What follows belongs to an exercise in optimizing a design on an open flow for small area and a short achievable clock period; a production flow would make more cautious choices. In this exercise RTL edits were held to simulation tests only and were not proved equivalent to the original. Power is estimated from default activity; no workload was simulated.

==> flow/design.v <==
module debounce (rst, clk, noisy, clean);
   input rst, clk, noisy;
   output reg clean;
   parameter NDELAY = 4;
   parameter NBITS = 3;
   reg [NBITS-1:0] count;
   reg xnew;
   always @(posedge clk)
      if (rst) begin xnew <= noisy; clean <= noisy; count <= 0; end
      else if (noisy != xnew) begin xnew <= noisy; count <= 0; end
      else if (count == NDELAY) clean <= xnew;
      else count <= count+1;
endmodule
module progLogic(clk,rst,switch,enter,dataWr,nDataWr,addrWr,wrEn);
input clk,rst,enter;
input [7:0] switch;
output reg [15:0] dataWr;
output reg [15:0] nDataWr;    
output reg [7:0] addrWr;
output reg wrEn;
reg [7:0] hi;
reg count;
reg enterPrev;
wire press = enterPrev & ~enter;
always @(posedge clk) begin
	enterPrev <= enter;
	if (rst) begin
		wrEn <= 1'b0;
		addrWr <= 8'd0;
		count <= 1'b0;
	end else if (press) begin
		if (!count) begin
			hi <= switch;
			count <= 1'b1;
		end else begin
			dataWr <= {hi, switch};
			nDataWr <= ~{hi, switch};
			wrEn <= 1'b1;
		end
	end else if (wrEn) begin
		addrWr <= addrWr + 8'd1;
		wrEn <= 1'b0;
		count <= 1'b0;
	end
end
endmodule
module mem1R1W(clk, rst, jump, step, target, dataRd, addrWr, dataWr, nDataWr, wrEn);
input clk, rst;
input jump;              
input step;              
input [7:0] target;
output [15:0] dataRd;
input [7:0] addrWr;
input [15:0] dataWr;
input [15:0] nDataWr;     
input wrEn;
localparam NP = 22;
reg [4095:0] ring;
reg [7:0] rot;           
reg [15:0] selLo;        
reg [15:0] selHi;        
reg [7:0] pphys;         
reg pv;                  
wire [7:0] nrot = ~rot;   
wire [3:0] jtLo = target[3:0] + nrot[3:0];
wire [3:0] jtHi = target[7:4] + nrot[7:4];
wire [15:0] tLo = 16'd1 << target[3:0];
wire [15:0] leLo = ~(16'hfffe << rot[3:0]);    
wire carry = (tLo & ~leLo) != 16'd0;
wire [15:0] jHi0 = 16'd1 << jtHi;
wire [15:0] jHi = carry ? {jHi0[14:0], jHi0[15]} : jHi0;
always @(posedge clk) begin
	rot <= rot + 8'd1;
	if (rst) begin
		selLo <= 16'd1 << nrot[3:0];
		selHi <= 16'd1 << nrot[7:4];
	end else if (jump) begin
		selLo <= 16'd1 << jtLo;
		selHi <= jHi;
	end else if (!step) begin
		selLo <= {selLo[0], selLo[15:1]};
		if (selLo[0])
			selHi <= {selHi[0], selHi[15:1]};
	end
end
reg [63:0] nPart;
reg byp;
reg [15:0] g;
integer i, k;
wire [15:0] pLo = 16'd1 << pphys[3:0];
wire [15:0] pHi = 16'd1 << pphys[7:4];
always @(posedge clk) begin
	byp <= pv && (selLo & pLo) != 0 && (selHi & pHi) != 0;
	for (k = 0; k < 4; k = k + 1) begin
		g = 16'd0;
		for (i = 64*k; i < 64*k + 64; i = i + 1)
			g = g | (ring[i*16 +: 16] & {16{selLo[i%16] & selHi[i/16]}});
		nPart[k*16 +: 16] <= ~g;
	end
end
assign dataRd = byp ? ~nDataWr : ~(nPart[15:0] & nPart[31:16] & nPart[47:32] & nPart[63:48]);
function [7:0] port(input integer j);
	port = (j * 256) / NP;
endfunction
wire [7:0] pphysNext = wrEn ? addrWr + nrot : pphys - 8'd1;
wire land = en != 0;
wire pvNext = wrEn | (pv & ~land);
reg [NP-1:0] en;
integer j;
always @(posedge clk) begin
	pv <= pvNext;
	pphys <= pphysNext;
	for (j = 0; j < NP; j = j + 1)
		en[j] <= pvNext && pphysNext == port(j) + 8'd1;
end
always @(posedge clk) begin
	ring <= {ring[15:0], ring[4095:16]};
	for (j = 0; j < NP; j = j + 1)
		if (en[j])
			ring[port(j)*16 +: 16] <= dataWr;
end
endmodule
module LedCPUcore(clk,rst,dataRd,jump,step,target,outPattern);
input  clk,rst;
input [15:0] dataRd;
output jump, step;
output [7:0] target;
output reg [7:0] outPattern;
parameter FREQ = 5;
reg [7:0] count;
reg [7:0] processTime;
wire show = dataRd[7:0] != 0;
wire done = processTime == dataRd[7:0];
assign jump = !show;
assign step = show && done;
assign target = dataRd[15:8];
always @(posedge clk) begin
	if (rst) begin
		outPattern <= 0;
		count <= 0;
		processTime <= 0;
	end else if (show) begin
		outPattern <= dataRd[15:8];
		count <= (count == FREQ) ? 8'd0 : count + 8'd1;
		if (done)
			processTime <= 0;
		else if (count == FREQ)
			processTime <= processTime + 8'd1;
	end else
		count <= count + 8'd1;
end
endmodule
module LedCPUwithRAM(
	clk,
	rst,
	switch,
	enter,
	outPattern
);
input clk, rst;
input [7:0] switch;
input enter;
output [7:0] outPattern;
parameter NDELAY = 4;
parameter FREQ = 5;
wire enterDB, wrEn, jump, step;
wire [7:0] addrWr, target;
wire [15:0] dataWr, nDataWr, dataRd;
debounce #(NDELAY) debounce_1(.rst(rst), .clk(clk), .noisy(enter), .clean(enterDB));
progLogic progLogic_1(.clk(clk), .rst(rst), .switch(switch), .enter(enterDB), .addrWr(addrWr), .dataWr(dataWr), .nDataWr(nDataWr), .wrEn(wrEn));
mem1R1W mem1R1W_1(.clk(clk), .rst(rst), .jump(jump), .step(step), .target(target), .dataRd(dataRd), .addrWr(addrWr), .dataWr(dataWr), .nDataWr(nDataWr), .wrEn(wrEn));
LedCPUcore #(FREQ) LedCPUcore_1(.clk(clk), .rst(rst), .dataRd(dataRd), .jump(jump), .step(step), .target(target), .outPattern(outPattern));
endmodule
==> flow/config.mk <==
export PLATFORM = sky130hd
export DESIGN_NAME = LedCPUwithRAM
export DESIGN_NICKNAME = LedCPUwithRAM
export VERILOG_FILES = /design/flow/design.v
export SDC_FILE = /design/flow/constraint.sdc
export NUM_CORES = 4
export LEC_CHECK = 0
export CAP_MARGIN = 20
export CORE_MARGIN = 2
export CORE_UTILIZATION = 60
export CTS_CLUSTER_DIAMETER = 80
export CTS_CLUSTER_SIZE = 24
export SETUP_SLACK_MARGIN = 3.0
export SLEW_MARGIN = 20
export SYNTH_MEMORY_MAX_BITS = 8192
export TNS_END_PERCENT = 10
==> flow/constraint.sdc <==
create_clock -name core_clock -period 5.5 [get_ports {clk}]
set_input_delay 1.1000 -clock core_clock [delete_from_list [all_inputs] [get_ports {clk}]]
set_output_delay 1.1000 -clock core_clock [all_outputs]
set_load 0.01 [all_outputs]
run.sh (not shown) runs the stock make flow with config.mk's settings and CLKGATE_MAP_FILE= SYNTH_SCRIPT=/design/flow/synth_recipe.tcl, a recipe that flattens the netlist after the stock synthesis.
Next try:
--- a/flow/design.v
+++ b/flow/design.v
@@ -10,19 +10,21 @@
       else if (noisy != xnew) begin xnew <= noisy; count <= 0; end
       else if (count == NDELAY) clean <= xnew;
       else count <= count+1;
 endmodule
-module progLogic(clk,rst,switch,enter,dataWr,nDataWr,addrWr,wrEn);
+module progLogic(clk,rst,switch,enter,dataWr,nDataWr,addrWrNext,wrEn);
 input clk,rst,enter;
 input [7:0] switch;
 output reg [15:0] dataWr;
 output reg [15:0] nDataWr;    
-output reg [7:0] addrWr;
+output [7:0] addrWrNext;
+reg [7:0] addrWr;
 output reg wrEn;
 reg [7:0] hi;
 reg count;
 reg enterPrev;
 wire press = enterPrev & ~enter;
+assign addrWrNext = rst ? 8'd0 : (!press && wrEn) ? addrWr + 8'd1 : addrWr;
 always @(posedge clk) begin
 	enterPrev <= enter;
 	if (rst) begin
 		wrEn <= 1'b0;
@@ -43,15 +45,15 @@
 		count <= 1'b0;
 	end
 end
 endmodule
-module mem1R1W(clk, rst, jump, step, target, dataRd, addrWr, dataWr, nDataWr, wrEn);
+module mem1R1W(clk, rst, jump, step, target, dataRd, addrWrNext, dataWr, nDataWr, wrEn);
 input clk, rst;
 input jump;              
 input step;              
 input [7:0] target;
 output [15:0] dataRd;
-input [7:0] addrWr;
+input [7:0] addrWrNext;  
 input [15:0] dataWr;
 input [15:0] nDataWr;     
 input wrEn;
 localparam NP = 22;
@@ -101,18 +103,20 @@
 assign dataRd = byp ? ~nDataWr : ~(nPart[15:0] & nPart[31:16] & nPart[47:32] & nPart[63:48]);
 function [7:0] port(input integer j);
 	port = (j * 256) / NP;
 endfunction
-wire [7:0] pphysNext = wrEn ? addrWr + nrot : pphys - 8'd1;
+reg [7:0] wpos;
+always @(posedge clk)
+	wpos <= addrWrNext + ~(rot + 8'd1);
 wire land = en != 0;
 wire pvNext = wrEn | (pv & ~land);
 reg [NP-1:0] en;
 integer j;
 always @(posedge clk) begin
 	pv <= pvNext;
-	pphys <= pphysNext;
+	pphys <= wrEn ? wpos : pphys - 8'd1;
 	for (j = 0; j < NP; j = j + 1)
-		en[j] <= pvNext && pphysNext == port(j) + 8'd1;
+		en[j] <= wrEn ? wpos == port(j) + 8'd1 : pv && !land && pphys == port(j) + 8'd2;
 end
 always @(posedge clk) begin
 	ring <= {ring[15:0], ring[4095:16]};
 	for (j = 0; j < NP; j = j + 1)
@@ -163,11 +167,11 @@
 output [7:0] outPattern;
 parameter NDELAY = 4;
 parameter FREQ = 5;
 wire enterDB, wrEn, jump, step;
-wire [7:0] addrWr, target;
+wire [7:0] addrWrNext, target;
 wire [15:0] dataWr, nDataWr, dataRd;
 debounce #(NDELAY) debounce_1(.rst(rst), .clk(clk), .noisy(enter), .clean(enterDB));
-progLogic progLogic_1(.clk(clk), .rst(rst), .switch(switch), .enter(enterDB), .addrWr(addrWr), .dataWr(dataWr), .nDataWr(nDataWr), .wrEn(wrEn));
-mem1R1W mem1R1W_1(.clk(clk), .rst(rst), .jump(jump), .step(step), .target(target), .dataRd(dataRd), .addrWr(addrWr), .dataWr(dataWr), .nDataWr(nDataWr), .wrEn(wrEn));
+progLogic progLogic_1(.clk(clk), .rst(rst), .switch(switch), .enter(enterDB), .addrWrNext(addrWrNext), .dataWr(dataWr), .nDataWr(nDataWr), .wrEn(wrEn));
+mem1R1W mem1R1W_1(.clk(clk), .rst(rst), .jump(jump), .step(step), .target(target), .dataRd(dataRd), .addrWrNext(addrWrNext), .dataWr(dataWr), .nDataWr(nDataWr), .wrEn(wrEn));
 LedCPUcore #(FREQ) LedCPUcore_1(.clk(clk), .rst(rst), .dataRd(dataRd), .jump(jump), .step(step), .target(target), .outPattern(outPattern));
 endmodule
What happened:
- cell area came out higher by 0.82%
- sequential cell count came out higher by 8
- non-clock buffer count came out higher by 58
- global-route usage came out higher by 1.1 points
- power came out lower by 7.4%
- setup slack improves by 0.018 ns
- cell count came out higher by 0.97%
- area after synthesis barely changes
- sequential share of layout area came out lower by 0.43 points
- routed wire length came out higher by 3.1%

-- afterwards: timing with drivers on the ports --
How much do the figures lean on ideal ports? The routed layouts below were timed once more, with nothing changed but the port constraints.
Step 1: set_driving_cell puts a clkbuf_16 on clk and a buf_2 on each other input, an assumption about the parent block.
Step 2 moves the port delays by t, midway between the first and last clock arrival at a register: inputs arrive t later, outputs are due t later. That takes back most of the time a late clock gives input paths.
a / b / c = no drivers / after step 1 / after step 2; a / b = the first two.
run	t, ns	slack for setup (ns)	hold slack, ns	latest minus earliest clock arrival (ns)
the first run	1.002	2.813 / 2.813 / 2.129	0.338 / 0.338 / 0.338	0.038 / 0.037
the second run	0.976	2.831 / 2.831 / 2.231	0.339 / 0.339 / 0.339	0.033 / 0.033
After both steps setup and hold are still met in every run listed. The setup slack of the first run, which loses most, moves by 0.000 ns with the drivers and by -0.684 ns with both steps.
